This design comes from an exercise in tuning for a short achievable clock period and few clock cycles per item on the open sky130 flow, not from production work. The RTL was checked by simulation tests, not by an equivalence proof against the original design. Power figures rest on the tool's default switching activity, not on a simulated workload.

Setup of the previous run:
Design processor, start of the top module:
module processor
(
    input clk, reset,
    output [5:0]  imem_addr,
    input  [31:0] imem_data,
    output [6:0]  dmem_addr,
    output [31:0] dmem_wdata,
    output        dmem_we,
    input  [31:0] dmem_rdata,
    output        result_valid,
    output [31:0] Result
);
export LEC_CHECK = 0
export CAP_MARGIN = 20
export CORE_MARGIN = 2
export CORE_UTILIZATION = 40
export SLEW_MARGIN = 20
export SYNTH_HIERARCHICAL = 1
create_clock -name core_clock -period 11.0 [get_ports {clk}]
standard.sh (not shown) runs the stock make flow with config.mk's settings and CLKGATE_MAP_FILE= SYNTH_SCRIPT=/design/flow/synth_recipe.tcl, a recipe that flattens the netlist after the stock synthesis.
==> flow/flow/run.sh <==
#!/bin/bash
set -euo pipefail
bash standard.sh SETUP_SLACK_MARGIN=6.6 TNS_END_PERCENT=5 finish > standard.log 2>&1
Testbench counts of the previous run, summed over its fixed seeds: cycles 51,440, results 51,200.
### the previous run -> the current run
- clearing SYNTH_HIERARCHICAL, which used to be 1
==> comparison <==
- Compared the previous run against the current run; peak supply drop within noise.
- [the current run vs the previous run] die area: lower in the current run
- Normalized max-slew margin down 0.85 points in the current run wrt the previous run
- The maximum number of pins on one net before global-route repair of the current run falls short of that of the previous run by 2.

* * *

Setup of run a:
processor, a different RTL version from the one above (not shown whole).
Size in the first run: ~1200 flip-flops, ~150 I/O pins, ~58000 um^2 of cells after synthesis.
Design processor, start of the top module:
module processor
(
    input clk, reset,
    output [5:0]  imem_addr,
    input  [31:0] imem_data,
    output [6:0]  dmem_addr,
    output [31:0] dmem_wdata,
    output        dmem_we,
    input  [31:0] dmem_rdata,
    output        result_valid,
    output [31:0] Result
);
clock: 11.0 ns
lec_check: 0
cap_margin: 20
core_margin: 2
core_utilization: 40
slew_margin: 20
run.sh (not shown) runs the stock make flow with config.mk's settings and CLKGATE_MAP_FILE= SYNTH_SCRIPT=/design/flow/synth_recipe.tcl, a recipe that flattens the netlist after the stock synthesis.
Stock flow here: none of the scripts above is used.
Testbench counts of run a, summed over its fixed seeds: cycles 51,360, results 51,200.
Changes in run b relative to run a:
==> flow/flow/run.sh (new file) <==
#!/bin/bash
set -euo pipefail
bash standard.sh SETUP_SLACK_MARGIN=6.6 ABC_CLOCK_PERIOD_IN_PS=4000 finish > standard.log 2>&1
==> flow/standard.sh (new file) <==
#!/bin/bash
# synth_recipe.tcl (not shown) runs the flow's synth.tcl, then flattens the netlist and writes it again
# the make line also repeats each setting of config.mk as NAME=value (left out here)
make -C /OpenROAD-flow-scripts/flow DESIGN_CONFIG=/design/flow/config.mk WORK_HOME=/design/flow/orfs CLKGATE_MAP_FILE= SYNTH_SCRIPT=/design/flow/synth_recipe.tcl "${@:-finish}"
removed: flow/run.sh
==> run summary <==
[compare] base=run a new=run b: net switching power figure went up by 0.64%, maximum cell stage delay along the critical path down 0.34 ns, final worst slack higher, sum of internal, switching and leakage power now larger, non-clock buffer count up about 33%. Between run b and run a, clock-buffer cell count is lower for run a, run b comes in above that. Sequential share of layout area (higher): run a.

* * *

## the reference run
processor, a different RTL version from the one above (not shown whole).
Size: roughly 3800 cells after synthesis, about 150 I/O pins, roughly 61000 µm² of cells after synthesis.
## processor
module processor
(
    input clk, reset,
    output [5:0]  imem_addr,
    input  [31:0] imem_data,
    output [6:0]  dmem_addr,
    output [31:0] dmem_wdata,
    output        dmem_we,
    input  [31:0] dmem_rdata,
    output        result_valid,
    output [31:0] Result
);
export LEC_CHECK = 0
export CAP_MARGIN = 20
export CORE_MARGIN = 2
export CORE_UTILIZATION = 40
export SLEW_MARGIN = 20
export SYNTH_HIERARCHICAL = 1
create_clock -name core_clock -period 11.0 [get_ports {clk}]
standard.sh (not shown) runs the stock make flow with config.mk's settings and CLKGATE_MAP_FILE= SYNTH_SCRIPT=/design/flow/synth_recipe.tcl, a recipe that flattens the netlist after the stock synthesis.
==> flow/flow/run.sh <==
#!/bin/bash
set -euo pipefail
bash standard.sh SETUP_SLACK_MARGIN=6.6 TNS_END_PERCENT=5 finish > standard.log 2>&1
Testbench counts of the reference run, summed over its fixed seeds: cycles 51,360, results 51,200.
Input-level comparison between the trial run and the reference run:
==> flow/flow/run.sh <==
#!/bin/bash
set -euo pipefail
bash standard.sh SETUP_SLACK_MARGIN=6.6 TNS_END_PERCENT=100 finish > standard.log 2>&1
## What came out
Wire: the trial run routes more than the reference run. The standard cell with the maximum stage delay on the critical path comes out buf_8 in one run and buf_2 in the other, namely in the trial run and the reference run respectively. Compared with the reference run, in the trial run number of non-clock buffers picked up an extra about 13%; summed negative setup slack over all endpoints ~0 delta; share of total power consumed by net switching held; first-pass iteration count of the detailed router saw an increase. Row clock share of power: the trial run higher / the reference run lower. Per the comparison of the trial run with the reference run, largest net degree at the start of global routing fell 23%; portion of total power attributed to combinational logic now larger; HPWL reported at the end of detailed placement +4.3 mm; final net count went up by 1.1%. Compare the reference run and the trial run | clock period minus worst slack higher: the reference run.

* * *

run 3:
Starting RTL as in the previous note.
clock: 11.0 ns
lec_check: 0
cap_margin: 20
core_margin: 2
core_utilization: 40
slew_margin: 20
synth_hierarchical: 1
==> flow/flow/run.sh <==
#!/bin/bash
set -euo pipefail
bash standard.sh SETUP_SLACK_MARGIN=6.6 TNS_END_PERCENT=100 \
  "BUFFER_PORTS_ARGS=-buffer_cell sky130_fd_sc_hd__buf_4" finish > standard.log 2>&1
Run 3: done, clean on timing, DRC and antenna
Testbench counts of run 3, summed over its fixed seeds: cycles 51,360, results 51,200.
The following lists how run 5 was set up differently from run 3:
==> flow/flow/run.sh <==
#!/bin/bash
set -euo pipefail
bash standard.sh SETUP_SLACK_MARGIN=6.4 TNS_END_PERCENT=100 finish > standard.log 2>&1
Notes after the runs:
- Re count of non-CTS inverters in the layout: no difference whatsoever between run 5 and run 3.
- Fraction of power spent switching nets down 0.27 points in run 5 wrt run 3
- Leakage power down about 0.6% in run 5 wrt run 3
- Going from run 3 to run 5, number of buffers added by the clock tree synthesis step shrinks by about 1.5%.
- Compare run 5 and run 3 | number of ordinary and repair buffers in the finished layout lower: run 5
- Result for run 5 and run 3: all clean
- Per the comparison of run 5 with run 3, placed wire-length estimate after detailed placement down about 3.4%, switching power summed over all nets down about 1.3%.

what the ideal ports hide:
No port has a modelled driver above. Below, the same layouts with a new extraction and two added sets of constraints.
Step 1: set_driving_cell puts a clkbuf_16 on clk and a buf_2 on each other input, an assumption about the parent block.
Step 2 times the ports against the registers' clock, not the clock port: input delays grow and output delays shrink by t, the midpoint of the rising clock arrivals with the driver on.
a / b / c = no drivers / after step 1 / after step 2; a / b = the first two.
| run | t (ns) | setup WS [ns] | clock arrival spread, ns | worst register clock-pin slew, ns | worst slew at a driven data input, ns |
|---|---|---|---|---|---|
| the previous run | 0.864 | 6.194 / 6.148 / 6.148 | 0.032 / 0.032 | 0.07 / 0.07 | 0.07 |
| the current run | 0.855 | 6.191 / 6.153 / 5.919 | 0.025 / 0.025 | 0.07 / 0.07 | 0.06 |
| run a | 0.845 | 3.615 / 3.537 / 4.381 | 0.030 / 0.031 | 0.07 / 0.07 | 0.16 |
| run b | 0.833 | 5.291 / 5.214 / 5.860 | 0.038 / 0.038 | 0.07 / 0.07 | 0.10 |
| the reference run | 0.849 | 6.296 / 6.254 / 5.656 | 0.033 / 0.033 | 0.07 / 0.07 | 0.08 |
| the trial run | 0.851 | 6.327 / 6.289 / 5.777 | 0.028 / 0.027 | 0.07 / 0.07 | 0.19 |
| run 3 | 0.860 | 6.324 / 6.280 / 5.759 | 0.031 / 0.030 | 0.07 / 0.07 | 0.09 |
| run 5 | 0.848 | 6.258 / 6.234 / 5.625 | 0.030 / 0.030 | 0.07 / 0.07 | 0.07 |
After both steps setup and hold are still met in every run listed. For the reference run, which loses most, drivers alone change the setup slack by -0.042 ns; drivers and shift together by -0.640 ns.
